What follows belongs to an exercise in optimizing a design on an open flow for small area; a production flow would make more cautious choices. At most, simulation tests tie the RTL to the original design; equivalence was not proved. No activity file was given, so power comes from the tool's default toggle rates.

==> inputs of try-umber <==
Design PROCESSOR, start of the top module:
module PROCESSOR(
    input clock,
    input reset,
    input [31:0] instruction,
    output [31:0] pc,
    output result_valid,
    output [31:0] result,
    output zero
);
    wire is_rtype, sub;
    wire [2:0] k;
    IFU ifu(.clock(clock), .reset(reset), .pc(pc));
    CONTROL ctl(.instruction(instruction), .is_rtype(is_rtype), .sub(sub), .k(k));
    DATAPATH dp(
        .clock(clock), .reset(reset),
        .is_rtype(is_rtype), .sub(sub), .k(k),
        .rs1(instruction[19:15]), .rs2(instruction[24:20]), .rd(instruction[11:7]),
        .result(result), .result_valid(result_valid), .zero(zero)
    );
endmodule
==> module ALU, before the edit <==
module ALU(
    input [31:0] a,
    input [31:0] b_raw,      
    input pb,
    input sub,
    input [2:0] k,
    output [31:0] y,
    output zero
);
    wire en_sum  = (k == 3'd0);
    wire en_sl, en_sl_r;       
    C_ENSL esl0(.sub(sub), .k(k), .y(en_sl));
    C_ENSL esl1(.sub(sub), .k(k), .y(en_sl_r));
    wire en_sr   = ~sub & (k[2:1] == 2'b01);
    wire sra     = ~sub & (k == 3'd3);
    wire en_slt  = sub & (k == 3'd1);
    wire en_sltu = sub & (k == 3'd2);
    wire cP      = ~sub & ((k == 3'd4) | (k == 3'd5));   
    wire cG      = ~sub & ((k == 3'd5) | (k == 3'd6));   
    wire cPn = ~cP, cGn = ~cG;
    wire subx = sub ^ pb;
    wire [4:0] shamt [0:1];
    wire b31 = b_raw[31] ^ pb;
    wire [31:0] bx;
    wire [31:0] pp, gg;         
    wire [32:0] c;              
    wire [32:0] c0, c1;         
    wire [31:0] s, s0, s1;
    wire [3:1] ncb;             
    assign c[0] = sub;
    genvar i, j;
    generate
        for (i = 0; i < 32; i = i + 1) begin : ad
            C_XOR2 xb(.a(b_raw[i]), .b(subx), .y(bx[i]));
            if (i % 2 == 0) begin : ev
                C_HA h(.a(a[i]), .b(bx[i]), .s(pp[i]), .c(gg[i]));
            end else begin : od
                C_XNOR2 hp(.a(a[i]), .b(bx[i]), .y(pp[i]));
                C_NAND2 hg(.a(a[i]), .b(bx[i]), .y(gg[i]));
            end
            if (i < 8) begin : lo
                if (i % 2 == 0) begin : ev
                    C_A21OI cc(.a1(pp[i]), .a2(c[i]), .b1(gg[i]), .y(c[i+1]));
                end else begin : od
                    C_O21AI cc(.a1(pp[i]), .a2(c[i]), .b1(gg[i]), .y(c[i+1]));
                end
                C_XOR2 sx(.a(pp[i]), .b(c[i]), .y(s[i]));
                if (i == 7) begin : nx
                    C_O21A ns(.a1(pp[i]), .a2(c[i]), .b1(gg[i]), .y(ncb[1]));
                end
            end else if (i % 8 == 0) begin : bk
                C_INV  k0(.a(gg[i]), .y(c0[i+1]));
                C_NOR2 k1(.a(pp[i]), .b(gg[i]), .y(c1[i+1]));
                C_XOR2 sx(.a(pp[i]), .b(c[i]), .y(s[i]));
            end else begin : hi
                if (i % 2 == 0) begin : ev
                    C_A21OI k0(.a1(pp[i]), .a2(c0[i]), .b1(gg[i]), .y(c0[i+1]));
                    C_A21OI k1(.a1(pp[i]), .a2(c1[i]), .b1(gg[i]), .y(c1[i+1]));
                end else begin : od
                    C_O21AI k0(.a1(pp[i]), .a2(c0[i]), .b1(gg[i]), .y(c0[i+1]));
                    C_O21AI k1(.a1(pp[i]), .a2(c1[i]), .b1(gg[i]), .y(c1[i+1]));
                end
                C_XOR2 x0(.a(pp[i]), .b(c0[i]), .y(s0[i]));
                C_XOR2 x1(.a(pp[i]), .b(c1[i]), .y(s1[i]));
                C_AO22 sl(.a1(c[i - i % 8]), .a2(s1[i]), .b1(ncb[i/8]), .b2(s0[i]), .y(s[i]));
                if (i % 8 == 7) begin : co
                    C_AO22 cs(.a1(c[i-7]), .a2(c1[i+1]), .b1(ncb[i/8]), .b2(c0[i+1]), .y(c[i+1]));
                    if (i < 31) begin : nx
                        C_AOI22 ns(.a1(c[i-7]), .a2(c1[i+1]), .b1(ncb[i/8]), .b2(c0[i+1]), .y(ncb[i/8+1]));
                    end
                end
            end
        end
    endgenerate
    wire cout = c[32];
    wire lt = en_slt ? ((a[31] ^ b31) ? a[31] : s[31]) : ~cout;
    generate
        for (i = 0; i < 2; i = i + 1) begin : sa
            for (j = 0; j < 5; j = j + 1) begin : sb
                C_XOR2 x(.a(b_raw[j]), .b(pb), .y(shamt[i][j]));
            end
        end
    endgenerate
    wire fill = sra & a[31];
    wire [31:0] r0, r1, r2, r3, r4, r5;
    generate
        for (i = 0; i < 32; i = i + 1) begin : sh
            C_MUX2I m0(.a0(a[i]), .a1(a[31-i]), .s(en_sl), .y(r0[i]));     
            C_MUX2I m1(.a0(r0[i]), .a1(i + 1  < 32 ? r0[i+1]  : ~fill), .s(shamt[i / 16][0]), .y(r1[i]));  
            C_MUX2I m2(.a0(r1[i]), .a1(i + 2  < 32 ? r1[i+2]  :  fill), .s(shamt[i / 16][1]), .y(r2[i]));  
            C_MUX2I m3(.a0(r2[i]), .a1(i + 4  < 32 ? r2[i+4]  : ~fill), .s(shamt[i / 16][2]), .y(r3[i]));  
            C_MUX2I m4(.a0(r3[i]), .a1(i + 8  < 32 ? r3[i+8]  :  fill), .s(shamt[i / 16][3]), .y(r4[i]));  
            C_MUX2I m5(.a0(r4[i]), .a1(i + 16 < 32 ? r4[i+16] : ~fill), .s(shamt[i / 16][4]), .y(r5[i]));  
        end
    endgenerate
    wire [31:0] z, w;
    generate
        for (i = 0; i < 32; i = i + 1) begin : rs
            C_A222OI t(.a1(en_sum), .a2(s[i]), .b1(en_sr), .b2(r5[i]), .c1(en_sl_r), .c2(r5[31-i]), .y(z[i]));
            if (i == 0) begin : b0
                assign y[0] = ~z[0] | (cP & pp[0]) | (cG & gg[0]) | ((en_slt | en_sltu) & lt);
            end else if (i % 2 == 0) begin : ev
                C_A22OI l(.a1(cP), .a2(pp[i]), .b1(cG), .b2(gg[i]), .y(w[i]));    
                C_NAND2 o(.a(z[i]), .b(w[i]), .y(y[i]));
            end else begin : od
                C_O22AI l(.a1(cPn), .a2(pp[i]), .b1(cGn), .b2(gg[i]), .y(w[i]));  
                C_NAND2B o(.an(w[i]), .b(z[i]), .y(y[i]));
            end
        end
    endgenerate
    assign w[0] = 1'b0;
    assign zero = ~|y;
endmodule
Settings: LEC_CHECK=0, CAP_MARGIN=0, CORE_MARGIN=2, CORE_UTILIZATION=45, GPL_TIMING_DRIVEN=0, SLEW_MARGIN=0, SYNTH_HIERARCHICAL=1, SYNTH_MINIMUM_KEEP_SIZE=0; clock period 12.0 ns.
standard.sh (not shown) runs the stock make flow with config.mk's settings and CLKGATE_MAP_FILE= SYNTH_SCRIPT=/design/flow/synth_recipe.tcl, a recipe that flattens the netlist after the stock synthesis.
==> flow/flow/run.sh <==
#!/bin/bash
# The standard layout (standard.sh), with these changes:
#  - after the standard synthesis, every combinational cell is given its
#    smallest-area drive strength (downsize.py); the later repair steps size up
#    what timing, slew and load need;
#  - ports are buffered with buf_1 cells;
#  - the clock tree uses a clkbuf_16 root and clkbuf_4 cells, clusters of up
#    to 8 flip-flops, and no dummy loads.
set -euo pipefail
here=$(pwd)
export BUFFER_PORTS_ARGS="-buffer_cell sky130_fd_sc_hd__buf_1"
export CTS_ARGS="-sink_clustering_enable -repair_clock_nets -dont_use_dummy_load -buf_list sky130_fd_sc_hd__clkbuf_4 -root_buf sky130_fd_sc_hd__clkbuf_16 -sink_clustering_size 8 -sink_clustering_max_diameter 40"
bash standard.sh synth > "$here/synth.log" 2>&1
results="$here/orfs/results/$FLOW_PLATFORM/PROCESSOR/base"
lib="$FLOW_HOME/platforms/$FLOW_PLATFORM/lib/sky130_fd_sc_hd__tt_025C_1v80.lib"
python3 "$here/flow/downsize.py" "$lib" "$results/1_2_yosys.v" > "$here/downsize.log" 2>&1
touch "$results/1_2_yosys.v"
bash standard.sh > "$here/layout.log" 2>&1
Other scripts of this flow, unchanged in this note and not shown: flow/flow/downsize.py
==> try-yarrow (differences from try-umber) <==
--- a/flow/design.v
+++ b/flow/design.v
@@ -199,6 +199,8 @@
 module C_O21A(input a1, input a2, input b1, output y); assign y = (a1 | a2) & b1; endmodule
 module C_AOI22(input a1, input a2, input b1, input b2, output y); assign y = ~((a1 & a2) | (b1 & b2)); endmodule
 module C_ENSL(input sub, input [2:0] k, output y); assign y = ~sub & (k == 3'd1); endmodule
+module C_NOR4(input a, input b, input c, input d, output y); assign y = ~(a | b | c | d); endmodule
+module C_AND3(input a, input b, input c, output y); assign y = a & b & c; endmodule
 module C_MUX2I(input a0, input a1, input s, output y); assign y = ~(s ? a1 : a0); endmodule
 module ALU(
     input [31:0] a,
@@ -311,7 +313,12 @@
         end
     endgenerate
     assign w[0] = 1'b0;
-    assign zero = ~|y;
+    wire nz_mid = |y[23:1];
+    wire [2:0] z_hi;
+    C_NOR4 zh0(.a(y[24]), .b(y[25]), .c(y[26]), .d(y[27]), .y(z_hi[0]));
+    C_NOR4 zh1(.a(y[28]), .b(y[29]), .c(y[30]), .d(y[31]), .y(z_hi[1]));
+    C_NOR2 zh2(.a(y[0]), .b(nz_mid), .y(z_hi[2]));
+    C_AND3 zf(.a(z_hi[0]), .b(z_hi[1]), .c(z_hi[2]), .y(zero));
 endmodule
 module DATAPATH(
     input clock,
CAP_MARGIN = 20   (was 0)
SLEW_MARGIN = 20   (was 0)
==> try-onyx (differences from try-umber) <==
--- a/flow/design.v
+++ b/flow/design.v
@@ -199,6 +199,8 @@
 module C_O21A(input a1, input a2, input b1, output y); assign y = (a1 | a2) & b1; endmodule
 module C_AOI22(input a1, input a2, input b1, input b2, output y); assign y = ~((a1 & a2) | (b1 & b2)); endmodule
 module C_ENSL(input sub, input [2:0] k, output y); assign y = ~sub & (k == 3'd1); endmodule
+module C_NOR4(input a, input b, input c, input d, output y); assign y = ~(a | b | c | d); endmodule
+module C_AND3(input a, input b, input c, output y); assign y = a & b & c; endmodule
 module C_MUX2I(input a0, input a1, input s, output y); assign y = ~(s ? a1 : a0); endmodule
 module ALU(
     input [31:0] a,
@@ -311,7 +313,12 @@
         end
     endgenerate
     assign w[0] = 1'b0;
-    assign zero = ~|y;
+    wire nz_mid = |y[23:1];
+    wire [2:0] z_hi;
+    C_NOR4 zh0(.a(y[24]), .b(y[25]), .c(y[26]), .d(y[27]), .y(z_hi[0]));
+    C_NOR4 zh1(.a(y[28]), .b(y[29]), .c(y[30]), .d(y[31]), .y(z_hi[1]));
+    C_NOR2 zh2(.a(y[0]), .b(nz_mid), .y(z_hi[2]));
+    C_AND3 zf(.a(z_hi[0]), .b(z_hi[1]), .c(z_hi[2]), .y(zero));
 endmodule
 module DATAPATH(
     input clock,
--- a/flow/flow/run.sh
+++ b/flow/flow/run.sh
@@ -5,11 +5,11 @@
 #    what timing, slew and load need;
 #  - ports are buffered with buf_1 cells;
 #  - the clock tree uses a clkbuf_16 root and clkbuf_4 cells, clusters of up
-#    to 8 flip-flops, and no dummy loads.
+#    to 10 flip-flops, and no dummy loads.
 set -euo pipefail
 here=$(pwd)
 export BUFFER_PORTS_ARGS="-buffer_cell sky130_fd_sc_hd__buf_1"
-export CTS_ARGS="-sink_clustering_enable -repair_clock_nets -dont_use_dummy_load -buf_list sky130_fd_sc_hd__clkbuf_4 -root_buf sky130_fd_sc_hd__clkbuf_16 -sink_clustering_size 8 -sink_clustering_max_diameter 40"
+export CTS_ARGS="-sink_clustering_enable -repair_clock_nets -dont_use_dummy_load -buf_list sky130_fd_sc_hd__clkbuf_4 -root_buf sky130_fd_sc_hd__clkbuf_16 -sink_clustering_size 10 -sink_clustering_max_diameter 40"
 bash standard.sh synth > "$here/synth.log" 2>&1
 results="$here/orfs/results/$FLOW_PLATFORM/PROCESSOR/base"
 lib="$FLOW_HOME/platforms/$FLOW_PLATFORM/lib/sky130_fd_sc_hd__tt_025C_1v80.lib"
CAP_MARGIN = 20   (was 0)
SLEW_MARGIN = 20   (was 0)
==> results.toml <==
[sta]
rsz0062_at_grt = "no"
hold_ws_ns = 0.457
period_needed_ns = 11.72

[setup_path]
r2r-end = "dp.rf.x[4].r[0]$_DFF_P_"

[finish]
buffer_area_share_pct = 2.09
clk_share_pct = 2.39

[status]
outcome = "timing/DRC/antenna clean"
(the above is from try-onyx)
==> results.toml <==
[finish]
clk_share_pct = 2.63

[sta]
rsz0062_at_grt = "no"
slew_violations = 152
period_needed_ns = 11.61

[status]
check.faults = "max-capacitance violations, max-slew violations"
outcome = "complete, but fails checks"

[setup_path]
r2r-end = "dp.rf.x[7].r[0]$_DFF_P_"

[flow_run]
drv_cap = 10
(the above is from try-umber)
==> results.toml <==
[worst_hold_path]
hold_path_class = "flip-flop to flip-flop"

[setup_path]
cp-end-kind = "output pin"

[sta]
hold_ws_ns = 0.457
period_needed_ns = 11.69

[finish]
buffer_area_share_pct = 2.08
nFillCells = 9049

[status]
outcome = "timing/DRC/antenna clean"
(the above is from try-yarrow)

==> run a <==
Another version of the RTL of PROCESSOR (not shown whole).
Settings: LEC_CHECK=0, CAP_MARGIN=0, CORE_MARGIN=2, CORE_UTILIZATION=45, GPL_TIMING_DRIVEN=0, SLEW_MARGIN=0, SYNTH_HIERARCHICAL=1, SYNTH_MINIMUM_KEEP_SIZE=0; clock period 12.0 ns.
==> flow/flow/run.sh <==
#!/bin/bash
# The standard layout (standard.sh), with these changes:
#  - after the standard synthesis, every combinational cell is given its
#    smallest-area drive strength (downsize.py); the later repair steps size up
#    what timing, slew and load need;
#  - ports are buffered with buf_1 cells;
#  - the clock tree uses a clkbuf_16 root and clkbuf_4 cells, clusters of up
#    to 8 flip-flops, and no dummy loads.
set -euo pipefail
here=$(pwd)
export BUFFER_PORTS_ARGS="-buffer_cell sky130_fd_sc_hd__buf_1"
export CTS_ARGS="-sink_clustering_enable -repair_clock_nets -dont_use_dummy_load -buf_list sky130_fd_sc_hd__clkbuf_4 -root_buf sky130_fd_sc_hd__clkbuf_16 -sink_clustering_size 8 -sink_clustering_max_diameter 40"
bash standard.sh synth > "$here/synth.log" 2>&1
results="$here/orfs/results/$FLOW_PLATFORM/PROCESSOR/base"
lib="$FLOW_HOME/platforms/$FLOW_PLATFORM/lib/sky130_fd_sc_hd__tt_025C_1v80.lib"
python3 "$here/flow/downsize.py" "$lib" "$results/1_2_yosys.v" > "$here/downsize.log" 2>&1
touch "$results/1_2_yosys.v"
bash standard.sh > "$here/layout.log" 2>&1
Other scripts of this flow, unchanged in this note and not shown: flow/flow/downsize.py
==> run b (differences from run a) <==
--- a/flow/design.v
+++ b/flow/design.v
@@ -114,17 +114,17 @@
     genvar i, b, h;
     generate
         for (i = 0; i < 4; i = i + 1) begin : pda
             assign pa1n[i] = ~(ra1[1:0] == i);
             assign pa2n[i] = ~(ra2[1:0] == i);
-            assign wpa[i]  = we & (wa[1:0] == i);
+            assign wpa[i]  = init | (we & (wa[1:0] == i));
             assign wpan[i] = ~wpa[i];
         end
         for (i = 0; i < 8; i = i + 1) begin : pdb
             assign pb1n[i] = ~(ra1[4:2] == i);
             assign pb2n[i] = ~(ra2[4:2] == i);
-            assign wpb[i]  = (wa[4:2] == i);
+            assign wpb[i]  = init | (wa[4:2] == i);
             assign wpbn[i] = ~wpb[i];
         end
         for (h = 0; h < 2; h = h + 1) begin : wh
             for (b = 0; b < 32; b = b + 1) begin : wb
                 if (has_rv(b, h, 0)) begin : z
@@ -149,12 +149,12 @@
             localparam integer H = i / 16;
             reg [31:0] r;
             wire [31:0] d;
             for (h = 0; h < 2; h = h + 1) begin : hf
                 wire wsel, nsel;
-                RF_O21AI ws(.a1(wpan[i % 4]), .a2(wpbn[i / 4]), .b1(ninit), .y(wsel));
-                RF_A21OI ns(.a1(wpa[i % 4]), .a2(wpb[i / 4]), .b1(init), .y(nsel));
+                RF_NOR2  ws(.a(wpan[i % 4]), .b(wpbn[i / 4]), .y(wsel));
+                RF_NAND2 ns(.a(wpa[i % 4]), .b(wpb[i / 4]), .y(nsel));
                 RF_NOR2 s1(.a(pa1n[i % 4]), .b(pb1n[i / 4]), .y(sel1[h][i]));
                 RF_NOR2 s2(.a(pa2n[i % 4]), .b(pb2n[i / 4]), .y(sel2[h][i]));
                 for (b = 16 * h; b < 16 * h + 16; b = b + 1) begin : bt
                     RF_AOI22 m(.a1(wsel), .a2(RV[b] ? wa1[H][b] : wa0[H][b]), .b1(nsel), .b2(r[b]), .y(d[b]));
                 end
@@ -196,10 +196,13 @@
 module C_INV(input a, output y);          assign y = ~a;          endmodule
 module C_NOR2(input a, input b, output y); assign y = ~(a | b);    endmodule
 module C_AO22(input a1, input a2, input b1, input b2, output y); assign y = (a1 & a2) | (b1 & b2); endmodule
 module C_O21A(input a1, input a2, input b1, output y); assign y = (a1 | a2) & b1; endmodule
 module C_AOI22(input a1, input a2, input b1, input b2, output y); assign y = ~((a1 & a2) | (b1 & b2)); endmodule
+module C_ENSL(input sub, input [2:0] k, output y); assign y = ~sub & (k == 3'd1); endmodule
+module C_NOR4(input a, input b, input c, input d, output y); assign y = ~(a | b | c | d); endmodule
+module C_AND3(input a, input b, input c, output y); assign y = a & b & c; endmodule
 module C_MUX2I(input a0, input a1, input s, output y); assign y = ~(s ? a1 : a0); endmodule
 module ALU(
     input [31:0] a,
     input [31:0] b_raw,      
     input pb,
@@ -207,29 +210,31 @@
     input [2:0] k,
     output [31:0] y,
     output zero
 );
     wire en_sum  = (k == 3'd0);
-    wire en_sl   = ~sub & (k == 3'd1);
+    wire en_sl, en_sl_r;       
+    C_ENSL esl0(.sub(sub), .k(k), .y(en_sl));
+    C_ENSL esl1(.sub(sub), .k(k), .y(en_sl_r));
     wire en_sr   = ~sub & (k[2:1] == 2'b01);
     wire sra     = ~sub & (k == 3'd3);
     wire en_slt  = sub & (k == 3'd1);
     wire en_sltu = sub & (k == 3'd2);
     wire cP      = ~sub & ((k == 3'd4) | (k == 3'd5));   
     wire cG      = ~sub & ((k == 3'd5) | (k == 3'd6));   
     wire cPn = ~cP, cGn = ~cG;
     wire subx = sub ^ pb;
-    wire [4:0] shamt = b_raw[4:0] ^ {5{pb}};
+    wire [4:0] shamt [0:1];
     wire b31 = b_raw[31] ^ pb;
     wire [31:0] bx;
     wire [31:0] pp, gg;         
     wire [32:0] c;              
     wire [32:0] c0, c1;         
     wire [31:0] s, s0, s1;
     wire [3:1] ncb;             
     assign c[0] = sub;
-    genvar i;
+    genvar i, j;
     generate
         for (i = 0; i < 32; i = i + 1) begin : ad
             C_XOR2 xb(.a(b_raw[i]), .b(subx), .y(bx[i]));
             if (i % 2 == 0) begin : ev
                 C_HA h(.a(a[i]), .b(bx[i]), .s(pp[i]), .c(gg[i]));
@@ -271,26 +276,33 @@
             end
         end
     endgenerate
     wire cout = c[32];
     wire lt = en_slt ? ((a[31] ^ b31) ? a[31] : s[31]) : ~cout;
+    generate
+        for (i = 0; i < 2; i = i + 1) begin : sa
+            for (j = 0; j < 5; j = j + 1) begin : sb
+                C_XOR2 x(.a(b_raw[j]), .b(pb), .y(shamt[i][j]));
+            end
+        end
+    endgenerate
     wire fill = sra & a[31];
     wire [31:0] r0, r1, r2, r3, r4, r5;
     generate
         for (i = 0; i < 32; i = i + 1) begin : sh
             C_MUX2I m0(.a0(a[i]), .a1(a[31-i]), .s(en_sl), .y(r0[i]));     
-            C_MUX2I m1(.a0(r0[i]), .a1(i + 1  < 32 ? r0[i+1]  : ~fill), .s(shamt[0]), .y(r1[i]));  
-            C_MUX2I m2(.a0(r1[i]), .a1(i + 2  < 32 ? r1[i+2]  :  fill), .s(shamt[1]), .y(r2[i]));  
-            C_MUX2I m3(.a0(r2[i]), .a1(i + 4  < 32 ? r2[i+4]  : ~fill), .s(shamt[2]), .y(r3[i]));  
-            C_MUX2I m4(.a0(r3[i]), .a1(i + 8  < 32 ? r3[i+8]  :  fill), .s(shamt[3]), .y(r4[i]));  
-            C_MUX2I m5(.a0(r4[i]), .a1(i + 16 < 32 ? r4[i+16] : ~fill), .s(shamt[4]), .y(r5[i]));  
+            C_MUX2I m1(.a0(r0[i]), .a1(i + 1  < 32 ? r0[i+1]  : ~fill), .s(shamt[i / 16][0]), .y(r1[i]));  
+            C_MUX2I m2(.a0(r1[i]), .a1(i + 2  < 32 ? r1[i+2]  :  fill), .s(shamt[i / 16][1]), .y(r2[i]));  
+            C_MUX2I m3(.a0(r2[i]), .a1(i + 4  < 32 ? r2[i+4]  : ~fill), .s(shamt[i / 16][2]), .y(r3[i]));  
+            C_MUX2I m4(.a0(r3[i]), .a1(i + 8  < 32 ? r3[i+8]  :  fill), .s(shamt[i / 16][3]), .y(r4[i]));  
+            C_MUX2I m5(.a0(r4[i]), .a1(i + 16 < 32 ? r4[i+16] : ~fill), .s(shamt[i / 16][4]), .y(r5[i]));  
         end
     endgenerate
     wire [31:0] z, w;
     generate
         for (i = 0; i < 32; i = i + 1) begin : rs
-            C_A222OI t(.a1(en_sum), .a2(s[i]), .b1(en_sr), .b2(r5[i]), .c1(en_sl), .c2(r5[31-i]), .y(z[i]));
+            C_A222OI t(.a1(en_sum), .a2(s[i]), .b1(en_sr), .b2(r5[i]), .c1(en_sl_r), .c2(r5[31-i]), .y(z[i]));
             if (i == 0) begin : b0
                 assign y[0] = ~z[0] | (cP & pp[0]) | (cG & gg[0]) | ((en_slt | en_sltu) & lt);
             end else if (i % 2 == 0) begin : ev
                 C_A22OI l(.a1(cP), .a2(pp[i]), .b1(cG), .b2(gg[i]), .y(w[i]));    
                 C_NAND2 o(.a(z[i]), .b(w[i]), .y(y[i]));
@@ -299,11 +311,16 @@
                 C_NAND2B o(.an(w[i]), .b(z[i]), .y(y[i]));
             end
         end
     endgenerate
     assign w[0] = 1'b0;
-    assign zero = ~|y;
+    wire nz_mid = |y[23:1];
+    wire [2:0] z_hi;
+    C_NOR4 zh0(.a(y[24]), .b(y[25]), .c(y[26]), .d(y[27]), .y(z_hi[0]));
+    C_NOR4 zh1(.a(y[28]), .b(y[29]), .c(y[30]), .d(y[31]), .y(z_hi[1]));
+    C_NOR2 zh2(.a(y[0]), .b(nz_mid), .y(z_hi[2]));
+    C_AND3 zf(.a(z_hi[0]), .b(z_hi[1]), .c(z_hi[2]), .y(zero));
 endmodule
 module DATAPATH(
     input clock,
     input reset,
     input is_rtype,
==> flow/flow/run.sh (replaced) <==
#!/bin/bash
# The standard layout (standard.sh), with these changes:
#  - after the standard synthesis, every combinational cell is given its
#    smallest-area drive strength (downsize.py); the later repair steps size up
#    what timing, slew and load need;
#  - ports are buffered with buf_1 cells;
#  - the clock tree uses a clkbuf_16 root and clkbuf_4 cells, clusters of up
#    to 9 flip-flops, and no dummy loads.
set -euo pipefail
here=$(pwd)
export BUFFER_PORTS_ARGS="-buffer_cell sky130_fd_sc_hd__buf_1"
export CTS_ARGS="-sink_clustering_enable -repair_clock_nets -dont_use_dummy_load -buf_list sky130_fd_sc_hd__clkbuf_4 -root_buf sky130_fd_sc_hd__clkbuf_16 -sink_clustering_size 9 -sink_clustering_max_diameter 40"
bash standard.sh synth > "$here/synth.log" 2>&1
results="$here/orfs/results/$FLOW_PLATFORM/PROCESSOR/base"
lib="$FLOW_HOME/platforms/$FLOW_PLATFORM/lib/sky130_fd_sc_hd__tt_025C_1v80.lib"
python3 "$here/flow/downsize.py" "$lib" "$results/1_2_yosys.v" > "$here/downsize.log" 2>&1
touch "$results/1_2_yosys.v"
bash standard.sh > "$here/layout.log" 2>&1
==> flow/config.mk (replaced) <==
export PLATFORM = sky130hd
export DESIGN_NAME = PROCESSOR
export DESIGN_NICKNAME = PROCESSOR
export VERILOG_FILES = /design/flow/design.v
export SDC_FILE = /design/flow/constraint.sdc
export NUM_CORES = 4
export LEC_CHECK = 0
export CAP_MARGIN = 20
export CORE_MARGIN = 2
export CORE_UTILIZATION = 45
export GPL_TIMING_DRIVEN = 0
export SLEW_MARGIN = 20
export SYNTH_HIERARCHICAL = 1
export SYNTH_MINIMUM_KEEP_SIZE = 0
==> run c (differences from run a) <==
--- a/flow/design.v
+++ b/flow/design.v
@@ -114,17 +114,17 @@
     genvar i, b, h;
     generate
         for (i = 0; i < 4; i = i + 1) begin : pda
             assign pa1n[i] = ~(ra1[1:0] == i);
             assign pa2n[i] = ~(ra2[1:0] == i);
-            assign wpa[i]  = we & (wa[1:0] == i);
+            assign wpa[i]  = init | (we & (wa[1:0] == i));
             assign wpan[i] = ~wpa[i];
         end
         for (i = 0; i < 8; i = i + 1) begin : pdb
             assign pb1n[i] = ~(ra1[4:2] == i);
             assign pb2n[i] = ~(ra2[4:2] == i);
-            assign wpb[i]  = (wa[4:2] == i);
+            assign wpb[i]  = init | (wa[4:2] == i);
             assign wpbn[i] = ~wpb[i];
         end
         for (h = 0; h < 2; h = h + 1) begin : wh
             for (b = 0; b < 32; b = b + 1) begin : wb
                 if (has_rv(b, h, 0)) begin : z
@@ -149,12 +149,12 @@
             localparam integer H = i / 16;
             reg [31:0] r;
             wire [31:0] d;
             for (h = 0; h < 2; h = h + 1) begin : hf
                 wire wsel, nsel;
-                RF_O21AI ws(.a1(wpan[i % 4]), .a2(wpbn[i / 4]), .b1(ninit), .y(wsel));
-                RF_A21OI ns(.a1(wpa[i % 4]), .a2(wpb[i / 4]), .b1(init), .y(nsel));
+                RF_NOR2  ws(.a(wpan[i % 4]), .b(wpbn[i / 4]), .y(wsel));
+                RF_NAND2 ns(.a(wpa[i % 4]), .b(wpb[i / 4]), .y(nsel));
                 RF_NOR2 s1(.a(pa1n[i % 4]), .b(pb1n[i / 4]), .y(sel1[h][i]));
                 RF_NOR2 s2(.a(pa2n[i % 4]), .b(pb2n[i / 4]), .y(sel2[h][i]));
                 for (b = 16 * h; b < 16 * h + 16; b = b + 1) begin : bt
                     RF_AOI22 m(.a1(wsel), .a2(RV[b] ? wa1[H][b] : wa0[H][b]), .b1(nsel), .b2(r[b]), .y(d[b]));
                 end
@@ -196,10 +196,11 @@
 module C_INV(input a, output y);          assign y = ~a;          endmodule
 module C_NOR2(input a, input b, output y); assign y = ~(a | b);    endmodule
 module C_AO22(input a1, input a2, input b1, input b2, output y); assign y = (a1 & a2) | (b1 & b2); endmodule
 module C_O21A(input a1, input a2, input b1, output y); assign y = (a1 | a2) & b1; endmodule
 module C_AOI22(input a1, input a2, input b1, input b2, output y); assign y = ~((a1 & a2) | (b1 & b2)); endmodule
+module C_ENSL(input sub, input [2:0] k, output y); assign y = ~sub & (k == 3'd1); endmodule
 module C_MUX2I(input a0, input a1, input s, output y); assign y = ~(s ? a1 : a0); endmodule
 module ALU(
     input [31:0] a,
     input [31:0] b_raw,      
     input pb,
@@ -207,29 +208,31 @@
     input [2:0] k,
     output [31:0] y,
     output zero
 );
     wire en_sum  = (k == 3'd0);
-    wire en_sl   = ~sub & (k == 3'd1);
+    wire en_sl, en_sl_r;       
+    C_ENSL esl0(.sub(sub), .k(k), .y(en_sl));
+    C_ENSL esl1(.sub(sub), .k(k), .y(en_sl_r));
     wire en_sr   = ~sub & (k[2:1] == 2'b01);
     wire sra     = ~sub & (k == 3'd3);
     wire en_slt  = sub & (k == 3'd1);
     wire en_sltu = sub & (k == 3'd2);
     wire cP      = ~sub & ((k == 3'd4) | (k == 3'd5));   
     wire cG      = ~sub & ((k == 3'd5) | (k == 3'd6));   
     wire cPn = ~cP, cGn = ~cG;
     wire subx = sub ^ pb;
-    wire [4:0] shamt = b_raw[4:0] ^ {5{pb}};
+    wire [4:0] shamt [0:1];
     wire b31 = b_raw[31] ^ pb;
     wire [31:0] bx;
     wire [31:0] pp, gg;         
     wire [32:0] c;              
     wire [32:0] c0, c1;         
     wire [31:0] s, s0, s1;
     wire [3:1] ncb;             
     assign c[0] = sub;
-    genvar i;
+    genvar i, j;
     generate
         for (i = 0; i < 32; i = i + 1) begin : ad
             C_XOR2 xb(.a(b_raw[i]), .b(subx), .y(bx[i]));
             if (i % 2 == 0) begin : ev
                 C_HA h(.a(a[i]), .b(bx[i]), .s(pp[i]), .c(gg[i]));
@@ -271,26 +274,33 @@
             end
         end
     endgenerate
     wire cout = c[32];
     wire lt = en_slt ? ((a[31] ^ b31) ? a[31] : s[31]) : ~cout;
+    generate
+        for (i = 0; i < 2; i = i + 1) begin : sa
+            for (j = 0; j < 5; j = j + 1) begin : sb
+                C_XOR2 x(.a(b_raw[j]), .b(pb), .y(shamt[i][j]));
+            end
+        end
+    endgenerate
     wire fill = sra & a[31];
     wire [31:0] r0, r1, r2, r3, r4, r5;
     generate
         for (i = 0; i < 32; i = i + 1) begin : sh
             C_MUX2I m0(.a0(a[i]), .a1(a[31-i]), .s(en_sl), .y(r0[i]));     
-            C_MUX2I m1(.a0(r0[i]), .a1(i + 1  < 32 ? r0[i+1]  : ~fill), .s(shamt[0]), .y(r1[i]));  
-            C_MUX2I m2(.a0(r1[i]), .a1(i + 2  < 32 ? r1[i+2]  :  fill), .s(shamt[1]), .y(r2[i]));  
-            C_MUX2I m3(.a0(r2[i]), .a1(i + 4  < 32 ? r2[i+4]  : ~fill), .s(shamt[2]), .y(r3[i]));  
-            C_MUX2I m4(.a0(r3[i]), .a1(i + 8  < 32 ? r3[i+8]  :  fill), .s(shamt[3]), .y(r4[i]));  
-            C_MUX2I m5(.a0(r4[i]), .a1(i + 16 < 32 ? r4[i+16] : ~fill), .s(shamt[4]), .y(r5[i]));  
+            C_MUX2I m1(.a0(r0[i]), .a1(i + 1  < 32 ? r0[i+1]  : ~fill), .s(shamt[i / 16][0]), .y(r1[i]));  
+            C_MUX2I m2(.a0(r1[i]), .a1(i + 2  < 32 ? r1[i+2]  :  fill), .s(shamt[i / 16][1]), .y(r2[i]));  
+            C_MUX2I m3(.a0(r2[i]), .a1(i + 4  < 32 ? r2[i+4]  : ~fill), .s(shamt[i / 16][2]), .y(r3[i]));  
+            C_MUX2I m4(.a0(r3[i]), .a1(i + 8  < 32 ? r3[i+8]  :  fill), .s(shamt[i / 16][3]), .y(r4[i]));  
+            C_MUX2I m5(.a0(r4[i]), .a1(i + 16 < 32 ? r4[i+16] : ~fill), .s(shamt[i / 16][4]), .y(r5[i]));  
         end
     endgenerate
     wire [31:0] z, w;
     generate
         for (i = 0; i < 32; i = i + 1) begin : rs
-            C_A222OI t(.a1(en_sum), .a2(s[i]), .b1(en_sr), .b2(r5[i]), .c1(en_sl), .c2(r5[31-i]), .y(z[i]));
+            C_A222OI t(.a1(en_sum), .a2(s[i]), .b1(en_sr), .b2(r5[i]), .c1(en_sl_r), .c2(r5[31-i]), .y(z[i]));
             if (i == 0) begin : b0
                 assign y[0] = ~z[0] | (cP & pp[0]) | (cG & gg[0]) | ((en_slt | en_sltu) & lt);
             end else if (i % 2 == 0) begin : ev
                 C_A22OI l(.a1(cP), .a2(pp[i]), .b1(cG), .b2(gg[i]), .y(w[i]));    
                 C_NAND2 o(.a(z[i]), .b(w[i]), .y(y[i]));
==> flow/config.mk (replaced) <==
export PLATFORM = sky130hd
export DESIGN_NAME = PROCESSOR
export DESIGN_NICKNAME = PROCESSOR
export VERILOG_FILES = /design/flow/design.v
export SDC_FILE = /design/flow/constraint.sdc
export NUM_CORES = 4
export LEC_CHECK = 0
export CAP_MARGIN = 20
export CORE_MARGIN = 2
export CORE_UTILIZATION = 45
export GPL_TIMING_DRIVEN = 0
export SLEW_MARGIN = 20
export SYNTH_HIERARCHICAL = 1
export SYNTH_MINIMUM_KEEP_SIZE = 0
==> qor.yml <==
status:
  status: "complete, no violations"
global_route:
  first_global_vias: 40300
place:
  place_ws_ps: 1070
clock_tree:
  clk_latency_ps: 830
  cts_resized: 0
layout:
  multi_input_area_um2: 23500
hold_path:
  hold_path_end: "ifu.pc_q[2]$_DFF_PP0_"
pwr:
  ir_worst_vdd_v: 0.000121
[end of results for run b]
==> qor.yml <==
status:
  status: "complete, but fails checks"
  checkFailReasons: "capacitance limit, slew limit"
place:
  place_ws_ps: 396
clock_tree:
  cts_resized: 4
  clk_latency_ps: 800
run:
  drv_cap: 8
layout:
  multi_input_area_um2: 23400
timing:
  slew_violations: 66
[end of results for run a]
==> qor.yml <==
status:
  status: "complete, no violations"
pwr:
  p_seq_mw: 5.33
  ir_worst_vdd_v: 0.000129
hold_path:
  hold_path_end: "ifu.pc_q[2]$_DFF_PP0_"
clock_tree:
  cts_resized: 3
  clk_latency_ps: 840
layout:
  multi_input_area_um2: 23500
place:
  place_ws_ps: 637
[end of results for run c]
No functional check of the RTL was part of run a.

afterwards: timing with drivers on the ports:
Ports are ideal in the flow. The routed layouts listed here were re-timed in OpenROAD. Step 1, drivers: a clkbuf_16 drives clock and a buf_2 each remaining input, both assumed. Step 2 moves the port delays by t, midway between the first and last clock arrival at a register: inputs arrive t later, outputs are due t later. That takes back most of the time a late clock gives input paths. Slacks: ideal ports / drivers / drivers and shift; pairs: ideal ports / drivers.
run | t, ns | slack for setup (ns) | worst setup path after step 2
try-umber | 0.827 | 0.391 / 0.319 / 1.146 | register to output
try-yarrow | 0.845 | 0.314 / 0.235 / 1.080 | register to output
try-onyx | 0.851 | 0.277 / 0.198 / 1.048 | register to output
run a | 0.804 | 0.311 / 0.240 / 1.044 | register to output
run b | 0.828 | 0.363 / 0.289 / 1.117 | register to output
run c | 0.852 | 0.202 / 0.128 / 0.979 | register to output
